This design comes from an exercise in tuning for small area, a short achievable clock period and few clock cycles on the open sky130 flow, not from production work. The RTL was checked by simulation tests, not by an equivalence proof against the original design. Power is estimated from default activity; no workload was simulated.

$ cat design/flow/flow/run.sh
#!/bin/bash
# Layout flow: the standard layout (standard.sh, unchanged scripts and
# settings), except that the port buffers that global placement inserts are
# sky130_fd_sc_hd__buf_2 cells instead of the cell buffer_ports picks by
# default (a delay cell here). Every port still gets its buffer.
set -euo pipefail
echo 'export BUFFER_PORTS_ARGS = -buffer_cell sky130_fd_sc_hd__buf_2' >> config.mk
bash standard.sh > standard.log 2>&1
$ cat design/flow/standard.sh
#!/bin/bash
# synth_recipe.tcl (not shown) runs the flow's synth.tcl, then flattens the netlist and writes it again
# the make line also repeats each setting of config.mk as NAME=value (left out here)
make -C /OpenROAD-flow-scripts/flow DESIGN_CONFIG=/design/flow/config.mk WORK_HOME=/design/flow/orfs CLKGATE_MAP_FILE= SYNTH_SCRIPT=/design/flow/synth_recipe.tcl "${@:-finish}"
$ cat design/flow/config.mk
export PLATFORM = sky130hd
export DESIGN_NAME = tinymoa_dcim
export DESIGN_NICKNAME = tinymoa_dcim
export VERILOG_FILES = /design/flow/design.v
export SDC_FILE = /design/flow/constraint.sdc
export NUM_CORES = 4
export LEC_CHECK = 0
export CAP_MARGIN = 20
export CORE_MARGIN = 2
export CORE_UTILIZATION = 70
export CTS_CLUSTER_DIAMETER = 200
export CTS_CLUSTER_SIZE = 25
export SETUP_SLACK_MARGIN = 4.75
export SLEW_MARGIN = 20
export BUFFER_PORTS_ARGS = -buffer_cell sky130_fd_sc_hd__buf_2
$ cat design/flow/constraint.sdc
create_clock -name core_clock -period 7.5 [get_ports {clk}]
set_input_delay 1.5000 -clock core_clock [delete_from_list [all_inputs] [get_ports {clk}]]
set_output_delay 1.5000 -clock core_clock [all_outputs]
set_load 0.01 [all_outputs]
$ cat design/flow/design.v
`default_nettype none
module dcim_colsum (
    input  wire         clk,
    input  wire [127:0] x,
    input  wire [10:0]  nb,
    output wire [10:0]  res
);
    reg p1_0;
    reg p1_1;
    reg p1_2;
    reg p1_3;
    reg p1_4;
    reg p1_5;
    reg p1_6;
    reg p1_7;
    reg p1_8;
    reg p1_9;
    reg p1_10;
    reg p1_11;
    reg p1_12;
    reg p1_13;
    reg p1_14;
    reg p1_15;
    reg p1_16;
    reg p1_17;
    reg p1_18;
    reg p1_19;
    reg p1_20;
    reg p1_21;
    reg p1_22;
    reg p1_23;
    reg p1_24;
    reg p1_25;
    reg p1_26;
    reg p1_27;
    reg p1_28;
    reg p1_29;
    reg p1_30;
    reg p1_31;
    reg p1_32;
    reg p1_33;
    reg p1_34;
    reg p1_35;
    reg p1_36;
    reg p1_37;
    reg p1_38;
    reg p1_39;
    reg p1_40;
    reg p1_41;
    reg p1_42;
    reg p1_43;
    reg p1_44;
    reg p1_45;
    reg p1_46;
    reg p1_47;
    reg p1_48;
    reg p1_49;
    reg p1_50;
    reg p1_51;
    reg p1_52;
    reg p1_53;
    reg p1_54;
    reg p1_55;
    reg p1_56;
    reg p1_57;
    reg p1_58;
    reg p1_59;
    reg p2_60;
    reg p2_61;
    reg p2_62;
    reg p2_63;
    reg p2_64;
    reg p2_65;
    reg p2_66;
    reg p2_67;
    reg p2_68;
    reg p2_69;
    reg p2_70;
    reg p2_71;
    reg p2_72;
    reg p2_73;
    reg p2_74;
    reg p2_75;
    reg p2_76;
    reg p2_77;
    reg p2_78;
    reg p2_79;
    reg p2_80;
    reg p2_81;
    wire s1 = x[0] ^ x[1] ^ x[2];
    wire k2 = (x[0] & x[1]) | (x[0] & x[2]) | (x[1] & x[2]);
    wire s3 = x[3] ^ x[4] ^ x[5];
    wire k4 = (x[3] & x[4]) | (x[3] & x[5]) | (x[4] & x[5]);
    wire s5 = x[6] ^ x[7] ^ x[8];
    wire k6 = (x[6] & x[7]) | (x[6] & x[8]) | (x[7] & x[8]);
    wire s7 = x[9] ^ x[10] ^ x[11];
    wire k8 = (x[9] & x[10]) | (x[9] & x[11]) | (x[10] & x[11]);
    wire s9 = x[12] ^ x[13] ^ x[14];
    wire k10 = (x[12] & x[13]) | (x[12] & x[14]) | (x[13] & x[14]);
    wire s11 = x[15] ^ x[16] ^ x[17];
    wire k12 = (x[15] & x[16]) | (x[15] & x[17]) | (x[16] & x[17]);
    wire s13 = x[18] ^ x[19] ^ x[20];
    wire k14 = (x[18] & x[19]) | (x[18] & x[20]) | (x[19] & x[20]);
    wire s15 = x[21] ^ x[22] ^ x[23];
    wire k16 = (x[21] & x[22]) | (x[21] & x[23]) | (x[22] & x[23]);
    wire s17 = x[24] ^ x[25] ^ x[26];
    wire k18 = (x[24] & x[25]) | (x[24] & x[26]) | (x[25] & x[26]);
    wire s19 = x[27] ^ x[28] ^ x[29];
    wire k20 = (x[27] & x[28]) | (x[27] & x[29]) | (x[28] & x[29]);
    wire s21 = x[32] ^ x[33] ^ x[34];
    wire k22 = (x[32] & x[33]) | (x[32] & x[34]) | (x[33] & x[34]);
    wire s23 = x[35] ^ x[36] ^ x[37];
    wire k24 = (x[35] & x[36]) | (x[35] & x[37]) | (x[36] & x[37]);
    wire s25 = x[38] ^ x[39] ^ x[40];
    wire k26 = (x[38] & x[39]) | (x[38] & x[40]) | (x[39] & x[40]);
    wire s27 = x[41] ^ x[42] ^ x[43];
    wire k28 = (x[41] & x[42]) | (x[41] & x[43]) | (x[42] & x[43]);
    wire s29 = x[44] ^ x[45] ^ x[46];
    wire k30 = (x[44] & x[45]) | (x[44] & x[46]) | (x[45] & x[46]);
    wire s31 = x[47] ^ x[48] ^ x[49];
    wire k32 = (x[47] & x[48]) | (x[47] & x[49]) | (x[48] & x[49]);
    wire s33 = x[50] ^ x[51] ^ x[52];
    wire k34 = (x[50] & x[51]) | (x[50] & x[52]) | (x[51] & x[52]);
    wire s35 = x[53] ^ x[54] ^ x[55];
    wire k36 = (x[53] & x[54]) | (x[53] & x[55]) | (x[54] & x[55]);
    wire s37 = x[56] ^ x[57] ^ x[58];
    wire k38 = (x[56] & x[57]) | (x[56] & x[58]) | (x[57] & x[58]);
    wire s39 = x[59] ^ x[60] ^ x[61];
    wire k40 = (x[59] & x[60]) | (x[59] & x[61]) | (x[60] & x[61]);
    wire s41 = x[64] ^ x[65] ^ x[66];
    wire k42 = (x[64] & x[65]) | (x[64] & x[66]) | (x[65] & x[66]);
    wire s43 = x[67] ^ x[68] ^ x[69];
    wire k44 = (x[67] & x[68]) | (x[67] & x[69]) | (x[68] & x[69]);
    wire s45 = x[70] ^ x[71] ^ x[72];
    wire k46 = (x[70] & x[71]) | (x[70] & x[72]) | (x[71] & x[72]);
    wire s47 = x[73] ^ x[74] ^ x[75];
    wire k48 = (x[73] & x[74]) | (x[73] & x[75]) | (x[74] & x[75]);
    wire s49 = x[76] ^ x[77] ^ x[78];
    wire k50 = (x[76] & x[77]) | (x[76] & x[78]) | (x[77] & x[78]);
    wire s51 = x[79] ^ x[80] ^ x[81];
    wire k52 = (x[79] & x[80]) | (x[79] & x[81]) | (x[80] & x[81]);
    wire s53 = x[82] ^ x[83] ^ x[84];
    wire k54 = (x[82] & x[83]) | (x[82] & x[84]) | (x[83] & x[84]);
    wire s55 = x[85] ^ x[86] ^ x[87];
    wire k56 = (x[85] & x[86]) | (x[85] & x[87]) | (x[86] & x[87]);
    wire s57 = x[88] ^ x[89] ^ x[90];
    wire k58 = (x[88] & x[89]) | (x[88] & x[90]) | (x[89] & x[90]);
    wire s59 = x[91] ^ x[92] ^ x[93];
    wire k60 = (x[91] & x[92]) | (x[91] & x[93]) | (x[92] & x[93]);
    wire s61 = x[96] ^ x[97] ^ x[98];
    wire k62 = (x[96] & x[97]) | (x[96] & x[98]) | (x[97] & x[98]);
    wire s63 = x[99] ^ x[100] ^ x[101];
    wire k64 = (x[99] & x[100]) | (x[99] & x[101]) | (x[100] & x[101]);
    wire s65 = x[102] ^ x[103] ^ x[104];
    wire k66 = (x[102] & x[103]) | (x[102] & x[104]) | (x[103] & x[104]);
    wire s67 = x[105] ^ x[106] ^ x[107];
    wire k68 = (x[105] & x[106]) | (x[105] & x[107]) | (x[106] & x[107]);
    wire s69 = x[108] ^ x[109] ^ x[110];
    wire k70 = (x[108] & x[109]) | (x[108] & x[110]) | (x[109] & x[110]);
    wire s71 = x[111] ^ x[112] ^ x[113];
    wire k72 = (x[111] & x[112]) | (x[111] & x[113]) | (x[112] & x[113]);
    wire s73 = x[114] ^ x[115] ^ x[116];
    wire k74 = (x[114] & x[115]) | (x[114] & x[116]) | (x[115] & x[116]);
    wire s75 = x[117] ^ x[118] ^ x[119];
    wire k76 = (x[117] & x[118]) | (x[117] & x[119]) | (x[118] & x[119]);
    wire s77 = x[120] ^ x[121] ^ x[122];
    wire k78 = (x[120] & x[121]) | (x[120] & x[122]) | (x[121] & x[122]);
    wire s79 = x[123] ^ x[124] ^ x[125];
    wire k80 = (x[123] & x[124]) | (x[123] & x[125]) | (x[124] & x[125]);
    wire s81 = s1 ^ s3 ^ s5;
    wire k82 = (s1 & s3) | (s1 & s5) | (s3 & s5);
    wire s83 = s7 ^ s9 ^ s11;
    wire k84 = (s7 & s9) | (s7 & s11) | (s9 & s11);
    wire s85 = s13 ^ s15 ^ s17;
    wire k86 = (s13 & s15) | (s13 & s17) | (s15 & s17);
    wire s87 = s19 ^ x[30] ^ x[31];
    wire k88 = (s19 & x[30]) | (s19 & x[31]) | (x[30] & x[31]);
    wire s89 = k2 ^ k4 ^ k6;
    wire k90 = (k2 & k4) | (k2 & k6) | (k4 & k6);
    wire s91 = k8 ^ k10 ^ k12;
    wire k92 = (k8 & k10) | (k8 & k12) | (k10 & k12);
    wire s93 = k14 ^ k16 ^ k18;
    wire k94 = (k14 & k16) | (k14 & k18) | (k16 & k18);
    wire s95 = k20 ^ s21 ^ s23;
    wire k96 = (k20 & s21) | (k20 & s23) | (s21 & s23);
    wire s97 = s25 ^ s27 ^ s29;
    wire k98 = (s25 & s27) | (s25 & s29) | (s27 & s29);
    wire s99 = s31 ^ s33 ^ s35;
    wire k100 = (s31 & s33) | (s31 & s35) | (s33 & s35);
    wire s101 = s37 ^ s39 ^ x[62];
    wire k102 = (s37 & s39) | (s37 & x[62]) | (s39 & x[62]);
    wire s103 = k22 ^ k24 ^ k26;
    wire k104 = (k22 & k24) | (k22 & k26) | (k24 & k26);
    wire s105 = k28 ^ k30 ^ k32;
    wire k106 = (k28 & k30) | (k28 & k32) | (k30 & k32);
    wire s107 = k34 ^ k36 ^ k38;
    wire k108 = (k34 & k36) | (k34 & k38) | (k36 & k38);
    wire s109 = k40 ^ s41 ^ s43;
    wire k110 = (k40 & s41) | (k40 & s43) | (s41 & s43);
    wire s111 = s45 ^ s47 ^ s49;
    wire k112 = (s45 & s47) | (s45 & s49) | (s47 & s49);
    wire s113 = s51 ^ s53 ^ s55;
    wire k114 = (s51 & s53) | (s51 & s55) | (s53 & s55);
    wire s115 = s57 ^ s59 ^ x[94];
    wire k116 = (s57 & s59) | (s57 & x[94]) | (s59 & x[94]);
    wire s117 = k42 ^ k44 ^ k46;
    wire k118 = (k42 & k44) | (k42 & k46) | (k44 & k46);
    wire s119 = k48 ^ k50 ^ k52;
    wire k120 = (k48 & k50) | (k48 & k52) | (k50 & k52);
    wire s121 = k54 ^ k56 ^ k58;
    wire k122 = (k54 & k56) | (k54 & k58) | (k56 & k58);
    wire s123 = k60 ^ s61 ^ s63;
    wire k124 = (k60 & s61) | (k60 & s63) | (s61 & s63);
    wire s125 = s65 ^ s67 ^ s69;
    wire k126 = (s65 & s67) | (s65 & s69) | (s67 & s69);
    wire s127 = s71 ^ s73 ^ s75;
    wire k128 = (s71 & s73) | (s71 & s75) | (s73 & s75);
    wire s129 = s77 ^ s79 ^ x[126];
    wire k130 = (s77 & s79) | (s77 & x[126]) | (s79 & x[126]);
    wire s131 = k62 ^ k64 ^ k66;
    wire k132 = (k62 & k64) | (k62 & k66) | (k64 & k66);
    wire s133 = k68 ^ k70 ^ k72;
    wire k134 = (k68 & k70) | (k68 & k72) | (k70 & k72);
    wire s135 = k74 ^ k76 ^ k78;
    wire k136 = (k74 & k76) | (k74 & k78) | (k76 & k78);
    wire s137 = p1_0 ^ p1_1 ^ p1_2;
    wire k138 = (p1_0 & p1_1) | (p1_0 & p1_2) | (p1_1 & p1_2);
    wire s139 = p1_4 ^ p1_5 ^ p1_6;
    wire k140 = (p1_4 & p1_5) | (p1_4 & p1_6) | (p1_5 & p1_6);
    wire s141 = p1_7 ^ p1_8 ^ p1_9;
    wire k142 = (p1_7 & p1_8) | (p1_7 & p1_9) | (p1_8 & p1_9);
    wire s143 = p1_10 ^ p1_11 ^ p1_12;
    wire k144 = (p1_10 & p1_11) | (p1_10 & p1_12) | (p1_11 & p1_12);
    wire s145 = p1_13 ^ p1_14 ^ p1_15;
    wire k146 = (p1_13 & p1_14) | (p1_13 & p1_15) | (p1_14 & p1_15);
    wire s147 = p1_16 ^ p1_17 ^ p1_18;
    wire k148 = (p1_16 & p1_17) | (p1_16 & p1_18) | (p1_17 & p1_18);
    wire s149 = p1_19 ^ p1_20 ^ p1_21;
    wire k150 = (p1_19 & p1_20) | (p1_19 & p1_21) | (p1_20 & p1_21);
    wire s151 = p1_22 ^ p1_23 ^ p1_24;
    wire k152 = (p1_22 & p1_23) | (p1_22 & p1_24) | (p1_23 & p1_24);
    wire s153 = p1_25 ^ p1_26 ^ p1_27;
    wire k154 = (p1_25 & p1_26) | (p1_25 & p1_27) | (p1_26 & p1_27);
    wire s155 = p1_28 ^ p1_29 ^ p1_30;
    wire k156 = (p1_28 & p1_29) | (p1_28 & p1_30) | (p1_29 & p1_30);
    wire s157 = p1_31 ^ p1_32 ^ p1_33;
    wire k158 = (p1_31 & p1_32) | (p1_31 & p1_33) | (p1_32 & p1_33);
    wire s159 = p1_34 ^ p1_35 ^ p1_36;
    wire k160 = (p1_34 & p1_35) | (p1_34 & p1_36) | (p1_35 & p1_36);
    wire s161 = p1_37 ^ p1_38 ^ p1_39;
    wire k162 = (p1_37 & p1_38) | (p1_37 & p1_39) | (p1_38 & p1_39);
    wire s163 = p1_40 ^ p1_41 ^ p1_42;
    wire k164 = (p1_40 & p1_41) | (p1_40 & p1_42) | (p1_41 & p1_42);
    wire s165 = p1_43 ^ p1_44 ^ p1_45;
    wire k166 = (p1_43 & p1_44) | (p1_43 & p1_45) | (p1_44 & p1_45);
    wire s167 = p1_46 ^ p1_47 ^ p1_48;
    wire k168 = (p1_46 & p1_47) | (p1_46 & p1_48) | (p1_47 & p1_48);
    wire s169 = p1_49 ^ p1_50 ^ p1_51;
    wire k170 = (p1_49 & p1_50) | (p1_49 & p1_51) | (p1_50 & p1_51);
    wire s171 = p1_52 ^ p1_53 ^ p1_54;
    wire k172 = (p1_52 & p1_53) | (p1_52 & p1_54) | (p1_53 & p1_54);
    wire s173 = p1_55 ^ p1_56 ^ nb[5];
    wire k174 = (p1_55 & p1_56) | (p1_55 & nb[5]) | (p1_56 & nb[5]);
    wire s175 = p1_57 ^ p1_58 ^ p1_59;
    wire k176 = (p1_57 & p1_58) | (p1_57 & p1_59) | (p1_58 & p1_59);
    wire s177 = s137 ^ p1_3 ^ nb[1];
    wire k178 = (s137 & p1_3) | (s137 & nb[1]) | (p1_3 & nb[1]);
    wire s179 = k138 ^ s139 ^ s141;
    wire k180 = (k138 & s139) | (k138 & s141) | (s139 & s141);
    wire s181 = s143 ^ s145 ^ nb[2];
    wire k182 = (s143 & s145) | (s143 & nb[2]) | (s145 & nb[2]);
    wire s183 = k140 ^ k142 ^ k144;
    wire k184 = (k140 & k142) | (k140 & k144) | (k142 & k144);
    wire s185 = k146 ^ s147 ^ s149;
    wire k186 = (k146 & s147) | (k146 & s149) | (s147 & s149);
    wire s187 = s151 ^ s153 ^ s155;
    wire k188 = (s151 & s153) | (s151 & s155) | (s153 & s155);
    wire s189 = k148 ^ k150 ^ k152;
    wire k190 = (k148 & k150) | (k148 & k152) | (k150 & k152);
    wire s191 = k154 ^ k156 ^ s157;
    wire k192 = (k154 & k156) | (k154 & s157) | (k156 & s157);
    wire s193 = s159 ^ s161 ^ s163;
    wire k194 = (s159 & s161) | (s159 & s163) | (s161 & s163);
    wire s195 = k158 ^ k160 ^ k162;
    wire k196 = (k158 & k160) | (k158 & k162) | (k160 & k162);
    wire s197 = k164 ^ k166 ^ s167;
    wire k198 = (k164 & k166) | (k164 & s167) | (k166 & s167);
    wire s199 = s169 ^ s171 ^ s173;
    wire k200 = (s169 & s171) | (s169 & s173) | (s171 & s173);
    wire s201 = k168 ^ k170 ^ k172;
    wire k202 = (k168 & k170) | (k168 & k172) | (k170 & k172);
    wire s203 = k174 ^ s175 ^ nb[6];
    wire k204 = (k174 & s175) | (k174 & nb[6]) | (s175 & nb[6]);
    wire s205 = k178 ^ s179 ^ s181;
    wire k206 = (k178 & s179) | (k178 & s181) | (s179 & s181);
    wire s207 = k180 ^ k182 ^ s183;
    wire k208 = (k180 & k182) | (k180 & s183) | (k182 & s183);
    wire s209 = s185 ^ s187 ^ nb[3];
    wire k210 = (s185 & s187) | (s185 & nb[3]) | (s187 & nb[3]);
    wire s211 = k184 ^ k186 ^ k188;
    wire k212 = (k184 & k186) | (k184 & k188) | (k186 & k188);
    wire s213 = s189 ^ s191 ^ s193;
    wire k214 = (s189 & s191) | (s189 & s193) | (s191 & s193);
    wire s215 = k190 ^ k192 ^ k194;
    wire k216 = (k190 & k192) | (k190 & k194) | (k192 & k194);
    wire s217 = s195 ^ s197 ^ s199;
    wire k218 = (s195 & s197) | (s195 & s199) | (s197 & s199);
    wire s219 = k196 ^ k198 ^ k200;
    wire k220 = (k196 & k198) | (k196 & k200) | (k198 & k200);
    wire s221 = k202 ^ k204 ^ k176;
    wire k222 = (k202 & k204) | (k202 & k176) | (k204 & k176);
    wire s223 = k206 ^ s207 ^ s209;
    wire k224 = (k206 & s207) | (k206 & s209) | (s207 & s209);
    wire s225 = k208 ^ k210 ^ s211;
    wire k226 = (k208 & k210) | (k208 & s211) | (k210 & s211);
    wire s227 = s213 ^ s165 ^ nb[4];
    wire k228 = (s213 & s165) | (s213 & nb[4]) | (s165 & nb[4]);
    wire s229 = k212 ^ k214 ^ s215;
    wire k230 = (k212 & k214) | (k212 & s215) | (k214 & s215);
    wire s231 = k216 ^ k218 ^ s219;
    wire k232 = (k216 & k218) | (k216 & s219) | (k218 & s219);
    wire s233 = k220 ^ s221 ^ nb[7];
    wire k234 = (k220 & s221) | (k220 & nb[7]) | (s221 & nb[7]);
    wire s235 = p2_64 ^ p2_65 ^ p2_66;
    wire k236 = (p2_64 & p2_65) | (p2_64 & p2_66) | (p2_65 & p2_66);
    wire s237 = p2_67 ^ p2_68 ^ p2_69;
    wire k238 = (p2_67 & p2_68) | (p2_67 & p2_69) | (p2_68 & p2_69);
    wire s239 = p2_71 ^ p2_72 ^ p2_73;
    wire k240 = (p2_71 & p2_72) | (p2_71 & p2_73) | (p2_72 & p2_73);
    wire s241 = p2_77 ^ p2_78 ^ p2_79;
    wire k242 = (p2_77 & p2_78) | (p2_77 & p2_79) | (p2_78 & p2_79);
    wire s243 = k236 ^ s237 ^ p2_70;
    wire k244 = (k236 & s237) | (k236 & p2_70) | (s237 & p2_70);
    wire s245 = k238 ^ s239 ^ p2_74;
    wire k246 = (k238 & s239) | (k238 & p2_74) | (s239 & p2_74);
    wire s247 = k240 ^ p2_75 ^ p2_76;
    wire k248 = (k240 & p2_75) | (k240 & p2_76) | (p2_75 & p2_76);
    always @(posedge clk) begin
        p1_0 <= s81;
        p1_1 <= s83;
        p1_2 <= s85;
        p1_3 <= s87;
        p1_4 <= k82;
        p1_5 <= k84;
        p1_6 <= k86;
        p1_7 <= k88;
        p1_8 <= s89;
        p1_9 <= s91;
        p1_10 <= s93;
        p1_11 <= s95;
        p1_12 <= s97;
        p1_13 <= s99;
        p1_14 <= s101;
        p1_15 <= x[63];
        p1_16 <= k90;
        p1_17 <= k92;
        p1_18 <= k94;
        p1_19 <= k96;
        p1_20 <= k98;
        p1_21 <= k100;
        p1_22 <= k102;
        p1_23 <= s103;
        p1_24 <= s105;
        p1_25 <= s107;
        p1_26 <= s109;
        p1_27 <= s111;
        p1_28 <= s113;
        p1_29 <= s115;
        p1_30 <= x[95];
        p1_31 <= k104;
        p1_32 <= k106;
        p1_33 <= k108;
        p1_34 <= k110;
        p1_35 <= k112;
        p1_36 <= k114;
        p1_37 <= k116;
        p1_38 <= s117;
        p1_39 <= s119;
        p1_40 <= s121;
        p1_41 <= s123;
        p1_42 <= s125;
        p1_43 <= s127;
        p1_44 <= s129;
        p1_45 <= x[127];
        p1_46 <= k118;
        p1_47 <= k120;
        p1_48 <= k122;
        p1_49 <= k124;
        p1_50 <= k126;
        p1_51 <= k128;
        p1_52 <= k130;
        p1_53 <= s131;
        p1_54 <= s133;
        p1_55 <= s135;
        p1_56 <= k80;
        p1_57 <= k132;
        p1_58 <= k134;
        p1_59 <= k136;
        p2_60 <= nb[0];
        p2_61 <= s177;
        p2_62 <= s205;
        p2_63 <= s223;
        p2_64 <= k224;
        p2_65 <= s225;
        p2_66 <= s227;
        p2_67 <= k226;
        p2_68 <= k228;
        p2_69 <= s229;
        p2_70 <= s217;
        p2_71 <= k230;
        p2_72 <= s231;
        p2_73 <= s201;
        p2_74 <= s203;
        p2_75 <= k232;
        p2_76 <= s233;
        p2_77 <= k234;
        p2_78 <= k222;
        p2_79 <= nb[8];
        p2_80 <= nb[9];
        p2_81 <= nb[10];
    end
    wire [10:0] row0 = {p2_81, k242, k248, k246, k244, s243, s235, p2_63, p2_62, p2_61, p2_60};
    wire [10:0] row1 = {1'b0, p2_80, s241, s247, s245, 1'b0, 1'b0, 1'b0, 1'b0, 1'b0, 1'b0};
    assign res = row0 + row1;
endmodule
`default_nettype none
`timescale 1ns / 1ps
module tinymoa_dcim (
    input clk,
    input nrst,
    output reg        mmio_ready,
    input             mmio_write,
    input      [31:0] mmio_wdata,
    input             mmio_read,
    output     [31:0] mmio_rdata,
    input      [5:0]  mmio_addr,
    input      [31:0] mem_rdata,
    output     [31:0] mem_wdata,
    output reg        mem_write,
    output reg        mem_read,
    output reg [9:0]  mem_addr
);
    reg        cfg_reload;
    reg [2:0]  cfg_prec;
    reg [9:0]  cfg_wbase;
    reg [9:0]  cfg_abase;
    reg [9:0]  cfg_rbase;
    reg [5:0]  cfg_n;
    reg        busy;
    reg        done;
    reg [9:0]  rdata_q;           
    assign mmio_rdata = {22'd0, rdata_q};
    wire [3:0] reg_idx = mmio_addr[5:2];
    wire       start   = mmio_write && (reg_idx == 4'd0) && mmio_wdata[0] && !busy;
    always @(posedge clk or negedge nrst) begin
        if (!nrst) begin
            cfg_reload <= 1'b1;
            cfg_prec   <= 3'd1;
            cfg_wbase  <= 10'h180;
            cfg_abase  <= 10'h1A0;
            cfg_rbase  <= 10'h1B0;
            cfg_n      <= 6'd32;
            mmio_ready <= 1'b0;
        end else begin
            mmio_ready <= mmio_write | mmio_read;
            if (mmio_write) begin
                case (reg_idx)
                    4'd0: {cfg_reload, cfg_prec} <= mmio_wdata[4:1];
                    4'd2: cfg_wbase <= mmio_wdata[9:0];
                    4'd3: cfg_abase <= mmio_wdata[9:0];
                    4'd4: cfg_rbase <= mmio_wdata[9:0];
                    4'd5: cfg_n     <= mmio_wdata[5:0];
                    default: ;
                endcase
            end
        end
    end
    always @(posedge clk) begin
        case (reg_idx)
            4'd0: rdata_q <= {5'd0, cfg_reload, cfg_prec, 1'b0};
            4'd1: rdata_q <= {8'd0, done, busy};
            4'd2: rdata_q <= cfg_wbase;
            4'd3: rdata_q <= cfg_abase;
            4'd4: rdata_q <= cfg_rbase;
            4'd5: rdata_q <= {4'd0, cfg_n};
            default: rdata_q <= 10'd0;
        endcase
    end
    reg [4:0] rs, nph, rr;
    always @(posedge clk or negedge nrst) begin
        if (!nrst) rs <= 5'd0;
        else       rs <= rs + 5'd1;
    end
    always @(posedge clk) begin
        nph <= 5'd0 - rs;
        rr  <= 5'd0 - (rs + 5'd3);
    end
    wire [31:0] rot0 = rs[0] ? {mem_rdata[30:0], mem_rdata[31]} : mem_rdata;
    wire [31:0] rot1 = rs[1] ? {rot0[29:0], rot0[31:30]}         : rot0;
    wire [31:0] rot2 = rs[2] ? {rot1[27:0], rot1[31:28]}         : rot1;
    wire [31:0] rot3 = rs[3] ? {rot2[23:0], rot2[31:24]}         : rot2;
    wire [31:0] rot  = rs[4] ? {rot3[15:0], rot3[31:16]}         : rot3;
    reg [3:0] tag0;
    reg [3:0] ld_act;
    reg       ld_row;
    reg [31:0] T [0:31];
    reg [31:0] A [0:3];
    reg [31:0] V;
    genvar gx, gp;
    generate
        for (gx = 1; gx < 32; gx = gx + 1) begin : g_torus
            always @(posedge clk)
                T[gx] <= {T[gx-1][30:0], T[gx-1][31] & V[gx-1]};
        end
        for (gp = 0; gp < 4; gp = gp + 1) begin : g_act
            always @(posedge clk)
                A[gp] <= ld_act[gp] ? rot : {A[gp][30:0], A[gp][31]};
        end
    endgenerate
    always @(posedge clk)
        T[0] <= ld_row ? rot : {T[31][30:0], T[31][31] & V[31]};
    always @(posedge clk or negedge nrst) begin
        if (!nrst) V <= 32'd0;
        else       V <= {V[30:0], V[31] | ld_row};
    end
    reg  [3:0]   plane_en;
    reg  [10:0]  nb;             
    wire [127:0] xb;
    genvar gj;
    generate
        for (gj = 0; gj < 32; gj = gj + 1) begin : g_x
            wire w = T[gj][0];
            assign xb[gj]      = plane_en[0] & ~(w ^ A[0][gj]);
            assign xb[32 + gj] = plane_en[1] & ~(w ^ A[1][gj]);
            assign xb[64 + gj] = plane_en[2] & ~(w ^ A[2][gj]);
            assign xb[96 + gj] = plane_en[3] & ~(w ^ A[3][gj]);
        end
    endgenerate
    wire [10:0] res;
    dcim_colsum u_sum (.clk(clk), .x(xb), .nb(nb), .res(res));
    reg [10:0] wdata_q;
    reg        sign_q;
    assign mem_wdata = {{11{sign_q}}, {10{wdata_q[10]}}, wdata_q};
    reg [10:0] nsh;
    always @(posedge clk) begin
        nsh <= {5'd0, cfg_n} << cfg_prec;
        nb  <= {5'd0, cfg_n} - nsh;
    end
    localparam S_IDLE = 3'd0;
    localparam S_ACT  = 3'd1;
    localparam S_ROW  = 3'd2;
    localparam S_WAIT = 3'd3;
    localparam S_COMP = 3'd4;
    reg [2:0] state;
    reg [4:0] cnt;
    reg [1:0] pm1;               
    reg       rl;                
    reg       va, vb;            
    reg       la, lb;            
    wire [4:0] cb = nph + 5'd2;  
    wire [1:0] st_p   = mmio_wdata[2:1] - 2'd1;
    wire       row_ld = ({1'b0, rr} < cfg_n);
    always @(posedge clk or negedge nrst) begin
        if (!nrst) begin
            state     <= S_IDLE;
            cnt       <= 5'd0;
            busy      <= 1'b0;
            done      <= 1'b0;
            mem_read  <= 1'b0;
            mem_write <= 1'b0;
            tag0      <= 4'd0;
            ld_act    <= 4'd0;
            ld_row    <= 1'b0;
            va        <= 1'b0;
            vb        <= 1'b0;
            la        <= 1'b0;
            lb        <= 1'b0;
        end else begin
            mem_read  <= 1'b0;
            tag0      <= 4'd0;
            ld_act    <= {tag0[3] & ~tag0[2] & (tag0[1:0] == 2'd3),
                          tag0[3] & ~tag0[2] & (tag0[1:0] == 2'd2),
                          tag0[3] & ~tag0[2] & (tag0[1:0] == 2'd1),
                          tag0[3] & ~tag0[2] & (tag0[1:0] == 2'd0)};
            ld_row    <= tag0[3] & tag0[2] & tag0[0];
            va        <= (state == S_COMP);
            la        <= (state == S_COMP) && (cnt == 5'd31);
            vb        <= va;
            lb        <= la;
            mem_write <= vb && ({1'b0, cb} < cfg_n);
            cnt       <= cnt + 5'd1;
            case (state)
                S_IDLE: begin
                    cnt      <= 5'd1;
                    mem_read <= !busy;
                    if (start) begin
                        busy      <= 1'b1;
                        done      <= 1'b0;
                        ld_act[0] <= 1'b1;
                        if (st_p != 2'd0) begin
                            mem_read <= 1'b1;
                            tag0     <= 4'b1001;
                            cnt      <= 5'd2;
                            if (st_p != 2'd1)
                                state <= S_ACT;
                            else begin
                                state <= mmio_wdata[4] ? S_ROW : S_WAIT;
                                cnt   <= 5'd0;
                            end
                        end else if (mmio_wdata[4]) begin
                            mem_read <= row_ld;
                            tag0     <= {3'b110, row_ld};
                            state    <= S_ROW;
                        end else begin
                            mem_read <= 1'b0;
                            state    <= S_WAIT;
                        end
                    end
                end
                S_ACT: begin
                    mem_read <= 1'b1;
                    tag0     <= {2'b10, cnt[1:0]};
                    if (cnt[1:0] == pm1) begin
                        state <= rl ? S_ROW : S_WAIT;
                        cnt   <= 5'd0;
                    end
                end
                S_ROW: begin
                    mem_read <= row_ld;
                    tag0     <= {3'b110, row_ld};
                    if (cnt == 5'd31) state <= S_WAIT;
                end
                S_WAIT: begin
                    if (cnt[0]) begin
                        state <= S_COMP;
                        cnt   <= 5'd0;
                    end
                end
                S_COMP: begin
                    if (cnt == 5'd31) state <= S_IDLE;
                end
                default: state <= S_IDLE;
            endcase
            if (lb) begin
                busy <= 1'b0;
                done <= 1'b1;
            end
        end
    end
    always @(posedge clk) begin
        if (state == S_IDLE) begin
            plane_en <= {mmio_wdata[3:1] > 3'd3, mmio_wdata[3:1] > 3'd2,
                         mmio_wdata[3:1] > 3'd1, mmio_wdata[3:1] > 3'd0};
            pm1      <= st_p;
            rl       <= mmio_wdata[4];
        end
        wdata_q <= res;
        sign_q  <= res[10] & res[9];
        if (vb)
            mem_addr <= cfg_rbase + {5'd0, cb};
        else if (state == S_ROW || (start && st_p == 2'd0))
            mem_addr <= cfg_wbase + {5'd0, rr};
        else if (state == S_ACT || start)
            mem_addr <= cfg_abase + {8'd0, cnt[1:0]};
        else if (mmio_write && reg_idx == 4'd3)
            mem_addr <= mmio_wdata[9:0];
        else
            mem_addr <= cfg_abase;
    end
endmodule
==> results.ini, run 1 <==
[final_layout]
stdcell_count=3960
area_growth_pct=7.29
drive_gt1_share_pct=13.0
finalInstanceArea_sq_mm=0.0443
finish.utilization_pct=75.5
fin_nets=3402
fillers=3470

[timing]
fmax_mhz=366
setup_ws_ns=4.77
fin_crit_ns=2.73
slew_viol_final=0
tightestPinTransition_ns=1.08
period_share_pct=36.4
whs_ns=0.326
setup_viol=0
hold_viol=0
fin_worst_skew_ns=0.0241
rsz0062_at_grt=true
tns_ns=0
relSlewSlack_pct=28.1

[global_routing]
antenna_found_initial=2
grt_use_total_pct=26.6
grt_pass1_vias=21500
grt_max_degree=65
grt_pass1_wl_microns=123000
grt_overflow=0

[synthesis]
yosysTopAreaCellShare_pct=62.9
synth_edf_count=7
ys_top_cells_by_count=1,298 x dfxtp_1, 197 x nor2_1, 176 x inv_1, 155 x xnor2_1, 142 x a21oi_1
synth.distinct_cells=66
synth_area_leaders=dfxtp_1 63%, fa_1 6.3%, dfrtp_1 5.5%
avgSynthCellArea_sq_um=13.3
yosys.area.top_type=dfxtp_1
ys.flop_type=dfxtp_1
yosysWarnings=4
synthesis.area_sq_mm=0.0413
async_reset_ff_share_pct=7.32
seq_area_frac_synth_pct=69.7
netlist_instances=3112
synth.most_common_cell=dfxtp_1
ys_ff_latch=1408

[routing]
detail_route.vias_per_cell=5.28
drt-initial-drc-count=1362
drc_errors=0
routed-via-count=20900
dr.pass1.iters=6
wl_per_cell_microns=20.0
postRouteAntennaNets=0
routed_wl_microns=79200

[clocking]
clockRootBuffer=clkbuf_16
ctsHoldBuffers=0
clock_latency_ns=0.65
clk_path_buf_depth=3
h-tree-depth=3
cts_tree=done
cts_buffers=66
path_clk_slew_ns=0.09
cts.sinks=1408

[worst_setup_path]
worstSetupEndpointType=flop
cp_max_fo=5
cp-start-kind=primary input
cp_data_arrival_time_ns=3.29
path_class=in2reg
cp.required_ns=8.05

[placement]
place_ws_ns=3.48
io_buffers=104
place_hpwl_microns=51800
place_inst=3855
gp_congestion=0.864
placed_area_sq_mm=0.0422

[floorplanning]
coreArea_sq_mm=0.0587
rows=89
die_h_microns=247
dieWidth_microns=247
die_area_sq_mm=0.0610
io-pin-count=151
start_util_pct=70.4

[run]
maxCapViolations=0

[power_and_ir_drop]
leakagePower_nw=18.8
total_power_mw=16.0
ir_worst_vdd_mv=0.460
power.density_mw_per_mm2=361

[worst_hold_path]
hold_path_class=reg2reg

[status]
outcome=no timing/DRC/antenna violations

[area by class of cell]
type,count,area (sq um),area share (%)
Timing Repair Buffer,118,656,1.48
Antenna cell,2,5.00,0.0113
Sequential cell,1408,28800,65.0
Clock inverter,7,145,0.327
Clock buffer,91,1770,3.99
Tap cell,773,967,2.18
Inverter,177,664,1.50
Multi-Input combinational cell,1384,11300,25.5
[layout by cell type, fill, tap and decap left out, drive strengths merged, types with 5 or more instances in the layout]
cell,instances
xnor2,155
a221oi,29
mux2i,64
o21ai,59
nand3,11
nand2b,13
inv,178
conb,22
ha,44
o22ai,31
a22oi,9
xor2,16
nor2b,11
a21o,11
dfrtp,91
and3,8
nand2,130
edfxtp,7
fa,129
nor3,9
or2,5
nor2,197
mux2,82
a21oi,188
dfstp,12
clkinv,6
o211ai,5
clkbuf,91
buf,118
dfxtp,1298
and2,103
[cell families after synthesis]
| family | synth area share (%) |
|---|---|
| flops | 69.7 |
| mux | 4.10 |
| compound gates | 5.74 |
| simple gates | 5.59 |
| fa+ha+maj | 7.58 |
| xor+xnor | 3.62 |
| buf+inv | 3.68 |
| other cells | 0.00908 |
[worst paths after layout]
| kind | depth (start not counted) | start | slack, ns | endpoint |
|---|---|---|---|---|
| worst max-delay path | 7 | mem_rdata[11] | 4.77 | T[0][21] |
| worst min-delay path | 0 | T[1][12] | 0.33 | T[2][13] |
| worst max register to register | 8 | u_sum.p1_38 | 4.79 | u_sum.p2_66 |
| worst min register to register | 0 | T[1][12] | 0.33 | T[2][13] |
| max in group asynchronous | 2 | nrst | 5.22 | rs[0] |
| min in group asynchronous | 1 | nrst | 0.92 | cfg_wbase[9] |
[what timing repair did]
| action | CTS | global route |
|---|---|---|
| pin swaps | 1 | 7 |
| setup buffers | 3 | 0 |
| gates resized for setup | 25 | 22 |
| gates cloned | 0 | 0 |
| endpoints found under the setup margin | 208 | 37 |
[power breakdown]
| group | switching (mW) | internal [mW] |
|---|---|---|
| sequential | 0.496 | 8.24 |
| clock | 2.27 | 1.70 |
| combinational | 1.88 | 1.42 |
| total | 4.64 | 11.4 |
[metal layers]
layer / global-route usage, % / up-vias / share of wire (%)
li1: - / 9940 / -
met1: 35.8 / 10300 / 43
met2: 45.2 / 556 / 50
met3: 3.48 / 116 / 4.8
met4: 8.15 / 0 / 2.3
met5: 0 / - / 0
[critical path: stages]
cell	delay [ns]
buf_2	0.12
mux2_2	0.17
o22ai_1	0.07
a221oi_1	0.51
mux2i_1	0.24
mux2_2	0.42
a21oi_1	0.25
[sequential cells by signal, indices dropped and copies added (netlist names), 5 cells and up]
signal	flops
cfg_abase	10
cfg_wbase	10
mem_addr	10
V	32
rs	5
cfg_n	6
A	128
nsh	11
nph	5
cnt	5
T	1024
cfg_rbase	10
wdata_q	11
nb	11
rr	5
rdata_q	10
Testbench counts, summed over its fixed seeds: cycles 17,601.
==> run 2, diff against run 1 <==
--- a/design/flow/config.mk
+++ b/design/flow/config.mk
@@ -10,6 +10,6 @@
 export CORE_UTILIZATION = 70
 export CTS_CLUSTER_DIAMETER = 200
 export CTS_CLUSTER_SIZE = 25
-export SETUP_SLACK_MARGIN = 4.75
+export SETUP_SLACK_MARGIN = 4.95
 export SLEW_MARGIN = 20
 export BUFFER_PORTS_ARGS = -buffer_cell sky130_fd_sc_hd__buf_2
==> run 2 against run 1 <==
Net effect: routed wire length grew 4.7%; still clean; clock power grew 1%; sequential cell count is the same; global-route usage grew 0.92 points; highest routed layer is now met5; fmax grew 1.6%; worst hold slack lost 0.022 ns.
==> results.ini, run 2 <==
[power_and_ir_drop]
leakagePower_nw=19.2
power.density_mw_per_mm2=362
ir_worst_vdd_mv=0.421

[worst_setup_path]
cp_top_family=flip-flops
critical_path_buf_inv_count=1
cp-start-kind=flop
slowest_stage=dfxtp_4
worstSetupEndpointType=primary output
cp_slowest_stage_delay_ns=0.40
path_cells=buf_2
cp.required_ns=6.00
cp_max_fo=11
path_class=reg2out
cp_data_arrival_time_ns=1.19

[placement]
place_hpwl_microns=52700
gp_congestion=0.865
io_buffers=104

[global_routing]
grt_use_total_pct=27.5
grt_overflow=0
grt_pass1_vias=21900
antenna_found_initial=6
grt_pass1_wl_microns=126000
grt_max_degree=72

[timing]
tightestPinTransition_ns=1.09
fmax_mhz=372
slew_viol_final=0
setup_viol=0
period_share_pct=35.9
relSlewSlack_pct=27.6
rsz0062_at_grt=true
hold_viol=0
fin_crit_ns=2.69
tns_ns=0
fin_worst_skew_ns=0.0351

[final_layout]
drive_gt1_share_pct=18.4
largest_reg_flops=1024
final_common_cell=dfxtp_1
largestRegisters=T: 1024 flops, A: 128 flops, V: 32 flops
top_register=T
final_cell_mix=1,270 x dfxtp_1, 192 x nor2_1, 170 x inv_1, 155 x a21oi_2, 155 x xnor2_1
finish.utilization_pct=77.4
area_growth_pct=9.99
fin_nets=3424

[synthesis]
yosys.area.top_type=dfxtp_1
synth_edf_count=7
netlist_instances=3112
ys_ff_latch=1408
yosysWarnings=4
synth.most_common_cell=dfxtp_1
ys_top_cells_by_count=1,298 x dfxtp_1, 197 x nor2_1, 176 x inv_1, 155 x xnor2_1, 142 x a21oi_1
synth_area_leaders=dfxtp_1 63%, fa_1 6.3%, dfrtp_1 5.5%
avgSynthCellArea_sq_um=13.3
seq_area_frac_synth_pct=69.7
synthesis.area_sq_mm=0.0413
async_reset_ff_share_pct=7.32
yosysTopAreaCellShare_pct=62.9
ys.flop_type=dfxtp_1
synth.distinct_cells=66

[floorplanning]
rows=89
coreArea_sq_mm=0.0587
start_util_pct=70.4
io-pin-count=151
die_h_microns=247
die_area_sq_mm=0.0610
dieWidth_microns=247

[routing]
postRouteAntennaNets=0
drt-initial-drc-count=1212
routed_wl_microns=82900
wl_per_cell_microns=20.8
routed-via-count=21000
drc_errors=0
detail_route.vias_per_cell=5.28
dr.pass1.iters=5

[clocking]
clockRootBuffer=clkbuf_16
clock_latency_ns=0.65
cts_buffers=66
cts_tree=done
h-tree-depth=3
ctsHoldBuffers=0
path_clk_slew_ns=0.10
cts.sinks=1408
clk_path_buf_depth=3

[run]
maxCapViolations=0

[status]
outcome=no timing/DRC/antenna violations

[worst_hold_path]
hold_path_class=reg2reg

-- run 2: cell counts after synthesis --
Identical to the previous run, type by type.
-- run 2: what timing repair did --
action | CTS | global route
setup endpoints to repair | 276 | 192
resized for setup | 71 | 82
setup buffers | 7 | 20
pin swaps | 11 | 19
-- run 2: layer usage --
metal  up-vias  GRT usage, %  routed length [microns]
met1     10400          36.5                    35700
met2       469          47.9                    41800
met5         -             0                       27
met4         4          7.32                     2030
li1       9982             -                        -
met3       127          3.56                     3360
-- run 2: cells by family (layout without fill, tap and decap cells) --
family / after synthesis / after routing / share of synthesized area (%)
xor+xnor: 171 / 171 / 3.62
other cells: 1 / 23 / 0.00908
fa+ha+maj: 173 / 173 / 7.58
mux: 150 / 150 / 4.10
buf+inv: 341 / 415 / 3.68
flops: 1408 / 1408 / 69.7
compound gates: 371 / 371 / 5.74
simple gates: 497 / 497 / 5.59
-- run 2: through the flow --
| stage | cells | hold slack (ns) | power, mW | setup WS, ns | cell area (sq um) |
|---|---|---|---|---|---|
| finish | 3981 | 0.304 | 16.4 | 4.81 | 45400 |
| global route | 3980 | 0.317 | 17.2 | 4.75 | 45400 |
| CTS | 3960 | 0.305 | 16.3 | 4.80 | 45000 |
| detailed placement | 3855 | 0.312 | 12.2 | 3.62 | 42800 |
| global placement | 3855 | 0.310 | 12.1 | 3.54 | 42800 |
| floorplan | 3133 | 0.310 | 11.1 | 4.45 | 42100 |
-- run 2: layout make-up --
type / count / area, sq um
flip-flops and latches: 1408 / 28800
fillers: 3268 / 13200
multi-input cells: 1384 / 12000
clock buffers: 91 / 1770
repair buffers: 140 / 1030
well taps: 773 / 967
inverters: 177 / 664
clock inverters: 7 / 141
diodes: 1 / 2.50
-- run 2: path summary, 6_finish.rpt --
check	start	endpoint	slack (ns)	cells after the start
hold reg to reg	T[24][8]	T[25][9]	0.30	0
setup / recovery	sign_q	mem_wdata[28]	4.81	1
min in group asynchronous	nrst	V[1]	0.85	1
max in group asynchronous	nrst	rs[4]	5.23	2
hold / removal	T[24][8]	T[25][9]	0.30	0
setup reg to reg	u_sum.p1_24	u_sum.p2_63	4.81	6
-- run 2: report_power, final --
group	internal, mW	switching (mW)
sequential	8.25	0.517
clock	1.70	2.30
combinational	1.65	2.01
total	11.6	4.83
==> run 3, diff against run 2 <==
--- a/design/flow/config.mk
+++ b/design/flow/config.mk
@@ -10,6 +10,6 @@
 export CORE_UTILIZATION = 70
 export CTS_CLUSTER_DIAMETER = 200
 export CTS_CLUSTER_SIZE = 25
-export SETUP_SLACK_MARGIN = 4.95
+export SETUP_SLACK_MARGIN = 4.85
 export SLEW_MARGIN = 20
 export BUFFER_PORTS_ARGS = -buffer_cell sky130_fd_sc_hd__buf_2
==> run 3 against run 2 <==
Net effect: still clean; utilization shrank 1.5 points; via count fell by 0.33%; worst setup slack worse by 0.039 ns; clock skew shrank 0.0093 ns; die area stayed put; routed wire length shrank 2.7%; area after synthesis unchanged; clock-buffer cell count unchanged; fmax is 1.4% lower; sequential share of layout area is 1.2 points higher; largest cell class unchanged; largest power group unchanged; highest routed layer is now met4.
==> results.ini, run 3 <==
[timing]
tightestPinTransition_ns=1.03
hold_viol=0
setup_viol=0
rsz0062_at_grt=true
relSlewSlack_pct=31.6
whs_ns=0.322
fin_worst_skew_ns=0.0257
fin_crit_ns=2.73
fmax_mhz=367
tns_ns=0
setup_ws_ns=4.77
slew_viol_final=0
period_share_pct=36.4

[floorplanning]
die_area_sq_mm=0.0610
die_h_microns=247
dieWidth_microns=247
rows=89
io-pin-count=151
start_util_pct=70.4
coreArea_sq_mm=0.0587

[worst_setup_path]
startpoint=u_sum.p1_40
worstSetupEndpointType=flop
rr_startpoint=u_sum.p1_40
path_class=reg2reg
cp_data_arrival_time_ns=3.26
cp.required_ns=8.03
cp_max_fo=1
cp-start-kind=flop

[synthesis]
avgSynthCellArea_sq_um=13.3
yosysWarnings=4
ys_top_cells_by_count=1,298 x dfxtp_1, 197 x nor2_1, 176 x inv_1, 155 x xnor2_1, 142 x a21oi_1
async_reset_ff_share_pct=7.32
yosys.area.top_type=dfxtp_1
synth_area_leaders=dfxtp_1 63%, fa_1 6.3%, dfrtp_1 5.5%
yosysTopAreaCellShare_pct=62.9
synth.most_common_cell=dfxtp_1
ys.flop_type=dfxtp_1
synth.distinct_cells=66
synth_edf_count=7
synthesis.area_sq_mm=0.0413
seq_area_frac_synth_pct=69.7
netlist_instances=3112
ys_ff_latch=1408

[run]
maxCapViolations=0

[placement]
place_inst=3855
placed_area_sq_mm=0.0423
io_buffers=104
place_hpwl_microns=52700
gp_congestion=0.871
place_ws_ns=3.55

[clocking]
cts_tree=done
clk_path_buf_depth=3
h-tree-depth=3
path_clk_slew_ns=0.10
ctsHoldBuffers=0
clockRootBuffer=clkbuf_16
cts.sinks=1408
cts_buffers=66
clock_latency_ns=0.63

[final_layout]
area_growth_pct=7.87
register_area_sq_mm=0.0288
final_common_cell=dfxtp_1
largestRegisters=T: 1024 flops, A: 128 flops, V: 32 flops
finalInstanceArea_sq_mm=0.0446
fin_nets=3408
largest_reg_flops=1024
stdcell_count=3965
multi_input_area_sq_mm=0.0115
finish.utilization_pct=75.9
fillers=3490
drive_gt1_share_pct=14.5
final_cell_mix=1,285 x dfxtp_1, 192 x nor2_1, 173 x inv_1, 154 x xnor2_1, 125 x nand2_1
top_register=T

[routing]
drc_errors=0
routed_wl_microns=80600
routed-via-count=20900
wl_per_cell_microns=20.3
drt-initial-drc-count=1070
dr.pass1.iters=7
postRouteAntennaNets=0
detail_route.vias_per_cell=5.28

[global_routing]
grt_pass1_wl_microns=123000
grt_overflow=0
grt_use_total_pct=26.7
grt_max_degree=65
antenna_found_initial=1
grt_pass1_vias=21700

[power_and_ir_drop]
ir_worst_vdd_mv=0.360
total_power_mw=16.1
power.density_mw_per_mm2=362
leakagePower_nw=18.9

[worst_hold_path]
hp-start=T[4][21]
hold_path_class=reg2reg

[status]
outcome=no timing/DRC/antenna violations

run 3: cell counts after synthesis:
No cell type changed its count.
run 3: power breakdown:
part           internal, mW  switching, mW
Combinational          1.50           1.92
Clock                  1.71           2.25
Sequential             8.24          0.511
Total                  11.4           4.68
run 3: final timing paths:
check,end,slack [ns],cells after the start
worst max-delay path,u_sum.p2_66,4.77,8
worst min-delay path,T[5][22],0.32,0
worst max register to register,u_sum.p2_66,4.77,8
worst min register to register,T[5][22],0.32,0
max in group asynchronous,V[20],5.31,2
min in group asynchronous,cfg_abase[6],0.89,1
run 3: timing repair:
action                     CTS  global route
pin swaps                   13             7
gates resized for setup     44            31
buffers inserted             5             5
setup endpoints to repair  222           123
run 3: worst max-delay path, cell delays in order (launching register included):
cell	delay, ns
dfxtp_2	0.35
inv_1	0.06
fa_1	0.50
fa_1	0.56
inv_2	0.04
fa_1	0.53
inv_1	0.07
fa_1	0.47
inv_1	0.05
run 3: area by class of cell:
cell class,count,area share (%)
inverter,177,1.49
timing repair buffer,124,1.61
clock buffer,91,4.01
sequential,1408,64.7
multi-input combinational,1384,25.8
clock inverter,5,0.191
antenna,3,0.0168
tap,773,2.17
run 3: cells by family (layout without fill, tap and decap cells):
group,after synthesis,after routing,synth area share [%]
flops,1408,1408,69.7
simple gates,497,497,5.59
compound gates,371,371,5.74
buf+inv,341,397,3.68
fa+ha+maj,173,173,7.58
xor+xnor,171,171,3.62
mux,150,150,4.10
other cells,1,25,0.00908
run 3: layer usage:
layer  track usage [%]  share of wire [%]  wire (microns)  up-vias
met3              3.70                3.8            3090      125
met4              8.01                2.5            2040        0
met1              35.4                 44           35300    10400
met2              45.9                 50           40200      446
met5                 0                  0               0        -
li1                  -                  -               -     9959
==> run 4, diff against run 3 <==
--- a/design/flow/config.mk
+++ b/design/flow/config.mk
@@ -5,11 +5,11 @@
 export SDC_FILE = /design/flow/constraint.sdc
 export NUM_CORES = 4
 export LEC_CHECK = 0
-export CAP_MARGIN = 20
+export CAP_MARGIN = 5
 export CORE_MARGIN = 2
 export CORE_UTILIZATION = 70
 export CTS_CLUSTER_DIAMETER = 200
 export CTS_CLUSTER_SIZE = 25
 export SETUP_SLACK_MARGIN = 4.85
-export SLEW_MARGIN = 20
+export SLEW_MARGIN = 5
 export BUFFER_PORTS_ARGS = -buffer_cell sky130_fd_sc_hd__buf_2
==> run 4 against run 3 <==
Net effect: still clean on timing, DRC and antenna; area after synthesis stayed put; clock skew is 0.00063 ns lower; via count is 0.37% lower; critical path depth stayed put; utilization hardly changed; sequential cell count stayed put.
==> results.ini, run 4 <==
[status]
outcome=no timing/DRC/antenna violations

[synthesis]
seq_area_frac_synth_pct=69.7
synth_edf_count=7
synth.distinct_cells=66
synth.most_common_cell=dfxtp_1
ys_ff_latch=1408
yosysWarnings=4
avgSynthCellArea_sq_um=13.3
synth_area_leaders=dfxtp_1 63%, fa_1 6.3%, dfrtp_1 5.5%
yosysTopAreaCellShare_pct=62.9
yosys.area.top_type=dfxtp_1
ys.flop_type=dfxtp_1
async_reset_ff_share_pct=7.32
netlist_instances=3112
ys_top_cells_by_count=1,298 x dfxtp_1, 197 x nor2_1, 176 x inv_1, 155 x xnor2_1, 142 x a21oi_1
synthesis.area_sq_mm=0.0413

[timing]
setup_ws_ns=4.77
whs_ns=0.323
tns_ns=0
period_share_pct=36.3
hold_viol=0
fin_worst_skew_ns=0.0251
rsz0062_at_grt=true
setup_viol=0
relSlewSlack_pct=31.8
slew_viol_final=0
fin_crit_ns=2.73
fmax_mhz=367
tightestPinTransition_ns=1.02

[worst_setup_path]
cp_data_arrival_time_ns=3.26
path_cells=inv_1 -> fa_1 -> fa_1 -> inv_2 -> fa_1 -> inv_1 -> fa_1 -> inv_1
cp.required_ns=8.03
critical_path_buf_inv_count=4
cp_top_family=adder cells
cp_max_fo=1
worstSetupEndpointType=flop
reg2reg_depth=8
path_class=reg2reg
cp_num_cells=8
slowest_stage=fa_1
cp_slowest_stage_delay_ns=0.56
cp-start-kind=flop
crit_path_frequent_cell=fa_1

[power_and_ir_drop]
total_power_mw=16.1
power.density_mw_per_mm2=362
leakagePower_nw=18.9
ir_worst_vdd_mv=0.358

[clocking]
h-tree-depth=3
cts_buffers=66
path_clk_slew_ns=0.10
cts_tree=done
clockRootBuffer=clkbuf_16
ctsHoldBuffers=0
cts.sinks=1408
clock_latency_ns=0.63
clk_path_buf_depth=3

[global_routing]
grt.busiest_layer=met2
grt_pass1_vias=21700
grt_use_total_pct=26.7
grt_pass1_wl_microns=123000
grt_max_degree=65
gr-usage-met3_pct=3.70
antenna_found_initial=1
grt_overflow=0
grtUsageMet2_pct=45.9
grt_use_met1_pct=35.4

[floorplanning]
dieWidth_microns=247
rows=89
die_h_microns=247
die_area_sq_mm=0.0610
coreArea_sq_mm=0.0587
start_util_pct=70.4
io-pin-count=151

[placement]
place_inst=3855
place_hpwl_microns=52700
placed_area_sq_mm=0.0423
io_buffers=104
place_ws_ns=3.55
gp_congestion=0.871

[worst_hold_path]
hold_path_class=reg2reg
worstHoldPathCells=0

[final_layout]
finish.utilization_pct=75.9
drive_gt1_share_pct=14.5
area_growth_pct=7.85
finalInstanceArea_sq_mm=0.0446
largest_reg_flops=1024
fillers=3490
final_cell_mix=1,285 x dfxtp_1, 192 x nor2_1, 173 x inv_1, 154 x xnor2_1, 125 x nand2_1
stdcell_count=3964
top_register=T
largestRegisters=T: 1024 flops, A: 128 flops, V: 32 flops
final_common_cell=dfxtp_1
fin_nets=3408

[run]
maxCapViolations=0

[routing]
drt-initial-drc-count=1146
postRouteAntennaNets=0
wl_per_cell_microns=20.4
dr.pass1.iters=5
detail_route.vias_per_cell=5.26
routed_wl_microns=80800
routed-via-count=20900
drc_errors=0

==> run 4: power breakdown <==
group	switching [mW]	total [mW]	internal [mW]
Sequential	0.514	8.76	8.24
Clock	2.25	3.95	1.71
Combinational	1.91	3.41	1.50
Total	4.67	16.1	11.4
==> run 4: worst paths after layout <==
kind                             start           end  slack [ns]
max in group asynchronous         nrst         V[20]        5.32
min in group asynchronous         nrst  cfg_abase[6]        0.89
hold / removal                T[4][21]      T[5][22]        0.32
hold reg to reg               T[4][21]      T[5][22]        0.32
setup / recovery           u_sum.p1_40   u_sum.p2_66        4.77
setup reg to reg           u_sum.p1_40   u_sum.p2_66        4.77
==> run 4: cell type report <==
cell class              instances  area, sq um  share of cell area [%]
multi-input cells            1384        11500                    25.8
clock buffers                  91         1790                    4.01
inverters                     177          664                    1.49
flip-flops and latches       1408        28800                    64.7
repair buffers                124          713                    1.60
well taps                     773          967                    2.17
clock inverters                 5         85.1                   0.191
diodes                          2         5.00                  0.0112
==> run 4: worst reg2reg max path, delay by kind of cell, from the launching register on <==
| kind | cells | cell delay (ns) |
|---|---|---|
| adder cells (fa/ha/maj) | 4 | 2.06 |
| flip-flops | 1 | 0.35 |
| buffers and inverters | 4 | 0.22 |
==> run 4: kinds of logic (layout without fill, tap and decap cells) <==
family / count (synthesis) / in the layout / synth area share (%)
flip-flops: 1408 / 1408 / 69.7
multiplexers: 150 / 150 / 4.10
buffers and inverters: 341 / 397 / 3.68
AO/OA/AOI/OAI: 371 / 371 / 5.74
XOR/XNOR: 171 / 171 / 3.62
adder cells (fa/ha/maj): 173 / 173 / 7.58
other: 1 / 24 / 0.00908
AND/OR/NAND/NOR: 497 / 497 / 5.59
==> run 4: what timing repair did <==
action,CTS,global route
resized for setup,44,31
endpoints found under the setup margin,222,127
hold endpoints to repair,0,0
setup buffers,5,6
pin swaps,13,7
==> run 4: metal layers <==
| metal | part of all wire, % | wire length [microns] | vias to the layer above |
|---|---|---|---|
| met4 | 2.6 | 2080 | 0 |
| met3 | 3.9 | 3180 | 128 |
| li1 | - | - | 9961 |
| met2 | 50 | 40400 | 434 |
| met1 | 43 | 35100 | 10300 |
| met5 | 0 | 0 | - |
==> run 5, diff against run 4 <==
==> design/flow/config.mk (replaced) <==
export PLATFORM = sky130hd
export DESIGN_NAME = tinymoa_dcim
export DESIGN_NICKNAME = tinymoa_dcim
export VERILOG_FILES = /design/flow/design.v
export SDC_FILE = /design/flow/constraint.sdc
export NUM_CORES = 4
export LEC_CHECK = 0
export CAP_MARGIN = 20
export CORE_MARGIN = 2
export CORE_UTILIZATION = 75
export CTS_CLUSTER_DIAMETER = 200
export CTS_CLUSTER_SIZE = 25
export SETUP_SLACK_MARGIN = 4.85
export SLEW_MARGIN = 20
export BUFFER_PORTS_ARGS = -buffer_cell sky130_fd_sc_hd__buf_2
==> run 5 against run 4 <==
Net effect: still clean on timing, DRC and antenna; sequential share of layout area shrank 0.069 points; sequential cell count is the same; final cell count shrank 1.7%; fmax shrank 6.8%; die area shrank 6.6%; clock-buffer cell count shrank 5; via count grew 11%; design area grew 0.14%; combinational power grew 19%; worst hold slack lost 0.019 ns.
==> results.ini, run 5 <==
[synthesis]
synth.most_common_cell=dfxtp_1
ys.flop_type=dfxtp_1
yosysTopAreaCellShare_pct=62.9
avgSynthCellArea_sq_um=13.3
synth_edf_count=7
yosysWarnings=4
ys_top_cells_by_count=1,298 x dfxtp_1, 197 x nor2_1, 176 x inv_1, 155 x xnor2_1, 142 x a21oi_1
async_reset_ff_share_pct=7.32
seq_area_frac_synth_pct=69.7
synth_area_leaders=dfxtp_1 63%, fa_1 6.3%, dfrtp_1 5.5%
synthesis.area_sq_mm=0.0413
netlist_instances=3112
yosys.area.top_type=dfxtp_1
ys_ff_latch=1408
synth.distinct_cells=66

[routing]
met1_length_microns=37300
routed_wl_microns=102000
wl_per_cell_microns=26.3
postRouteAntennaNets=0
route.met3.wl_microns=8530
drc_errors=0
wl_met2_microns=50000
top_layer=met5
drt-initial-drc-count=2402
routed-via-count=23100
dr.pass1.iters=8
detail_route.vias_per_cell=5.94

[final_layout]
area_growth_pct=8.00
final_common_cell=dfxtp_1
largest_reg_flops=1024
top_register=T
fin_nets=3412
largestRegisters=T: 1024 flops, A: 128 flops, V: 32 flops
finalInstanceArea_sq_mm=0.0446
register_area_sq_mm=0.0288
fillers=2509
stdcell_count=3898
multi_input_area_sq_mm=0.0116
final_cell_mix=1,278 x dfxtp_1, 192 x nor2_1, 170 x inv_1, 154 x xnor2_1, 124 x nand2_1
drive_gt1_share_pct=15.2

[timing]
period_share_pct=39.0
tns_ns=0
fin_worst_skew_ns=0.0325
rsz0062_at_grt=true
relSlewSlack_pct=30.6
hold_viol=0
setup_viol=0
fin_crit_ns=2.92
fmax_mhz=342
whs_ns=0.304
tightestPinTransition_ns=1.04
slew_viol_final=0

[clocking]
cts_buffers=66
cts.sinks=1408
path_clk_slew_ns=0.12
clock_latency_ns=0.67
clk_path_buf_depth=3
clockRootBuffer=clkbuf_16
cts_tree=done
h-tree-depth=3
ctsHoldBuffers=0

[worst_hold_path]
hold_path_class=reg2reg

[power_and_ir_drop]
leakagePower_nw=19.0
ir_worst_vdd_mv=0.378
total_power_mw=17.0
power.density_mw_per_mm2=381

[worst_setup_path]
worstSetupEndpointType=flop
slowest_stage=a21oi_1
critical_path_buf_inv_count=1
crit_path_frequent_cell=mux2i_1
path_class=in2reg
cp_data_arrival_time_ns=3.44
cp.required_ns=8.02
cp_top_family=compound AO/OA/AOI/OAI gates
cp_max_fo=5
path_cells=buf_2 -> mux2i_1 -> a221oi_2 -> mux2i_1 -> mux2_2 -> a21oi_1
cp_slowest_stage_delay_ns=0.57
cp-start-kind=primary input

[placement]
gp_congestion=0.887
place_hpwl_microns=57400
placed_area_sq_mm=0.0423
io_buffers=104
place_inst=3786

[floorplanning]
coreArea_sq_mm=0.0548
start_util_pct=75.4
die_area_sq_mm=0.0570
rows=86
die_h_microns=239
dieWidth_microns=239
io-pin-count=151

[global_routing]
grt_overflow=0
grt_use_total_pct=35.0
grt_max_degree=65
grt_pass1_vias=24200
antenna_found_initial=6
grt_pass1_wl_microns=147000

[run]
maxCapViolations=0

[status]
outcome=no timing/DRC/antenna violations

[run 5: cell counts after synthesis]
No cell type changed its count.
[run 5: worst reg2reg max path: cells and delay by family (launching register included)]
kind,cells,cell delay (ns)
fa+ha+maj,4,2.13
buf+inv,4,0.25
flops,1,0.34
[run 5: path summary, 6_finish.rpt]
| check | startpoint | end | slack, ns | depth (start not counted) |
|---|---|---|---|---|
| setup / recovery | mem_rdata[18] | A[0][5] | 4.58 | 6 |
| hold / removal | T[0][19] | T[1][20] | 0.30 | 0 |
| setup reg to reg | u_sum.p1_36 | u_sum.p2_66 | 4.66 | 8 |
| hold reg to reg | T[0][19] | T[1][20] | 0.30 | 0 |
| max in group asynchronous | nrst | V[20] | 5.26 | 2 |
| min in group asynchronous | nrst | cfg_abase[6] | 0.88 | 1 |
[run 5: cell type report]
| class | count | area share, % |
|---|---|---|
| multi-input cells | 1384 | 26.0 |
| repair buffers | 128 | 1.81 |
| flip-flops and latches | 1408 | 64.6 |
| clock inverters | 6 | 0.202 |
| well taps | 704 | 1.97 |
| clock buffers | 86 | 3.92 |
| diodes | 5 | 0.0280 |
| inverters | 177 | 1.49 |
[run 5: cell families (layout without fill, tap and decap cells)]
logic type / Yosys count / count (layout) / synth area share, %
other cells: 1 / 27 / 0.00908
compound gates: 371 / 371 / 5.74
buf+inv: 341 / 397 / 3.68
xor+xnor: 171 / 171 / 3.62
fa+ha+maj: 173 / 173 / 7.58
simple gates: 497 / 497 / 5.59
flops: 1408 / 1408 / 69.7
mux: 150 / 150 / 4.10
[run 5: through the flow]
step / utilization (%) / setup WS (ns)
5_1_grt: 81.5 / 4.65
4_1_cts: 80.9 / 4.71
6_report: 81.5 / 4.58
2_1_floorplan: - / 4.45
3_3_place_gp: 77.1 / 3.63
3_5_place_dp: 77.1 / 3.61
[run 5: routing by layer]
metal,vias to the layer above,GRT usage [%]
met3,494,7.46
met2,1335,58.9
met4,4,19.1
li1,9959,-
met5,-,0
met1,11300,42.4
[run 5: report_power, final]
group          internal, mW  switching, mW  leakage (nW)
logic                  1.64           2.42          6.18
clock network          1.68           2.44         0.891
registers              8.25          0.580          11.9
total                  11.6           5.44          19.0
[run 5: repair_timing]
action                     in CTS  in global routing
buffers inserted                7                  7
setup endpoints to repair     250                111
pin swaps                      13                  7
gates resized for setup        55                 48

-- static timing again, ports no longer ideal --
In the flow no input, the clock included, has a driving cell. The finished layouts below were timed again as built, in two steps. Step 1: set_driving_cell puts a clkbuf_16 on clk and a buf_2 on each other input, an assumption about the parent block. Step 2 also shifts input and output timing later by t, the mid clock arrival at the registers, as if the neighbouring blocks saw the same clock. a / b / c = ideal ports / drivers / drivers and shift; a / b = the first two.
run | t (ns) | slack for setup (ns) | worst setup path after step 2
run 1 | 0.700 | 4.767 / 4.755 / 4.104 | input to register
run 2 | 0.701 | 4.811 / 4.745 / 4.244 | input to register
run 3 | 0.686 | 4.772 / 4.734 / 4.236 | input to register
run 4 | 0.686 | 4.775 / 4.733 / 4.209 | input to register
run 5 | 0.724 | 4.577 / 4.617 / 3.893 | input to register
After both steps every run listed still meets setup and hold. The setup slack of run 5, which loses most, moves by +0.040 ns with the drivers and by -0.684 ns with both steps.
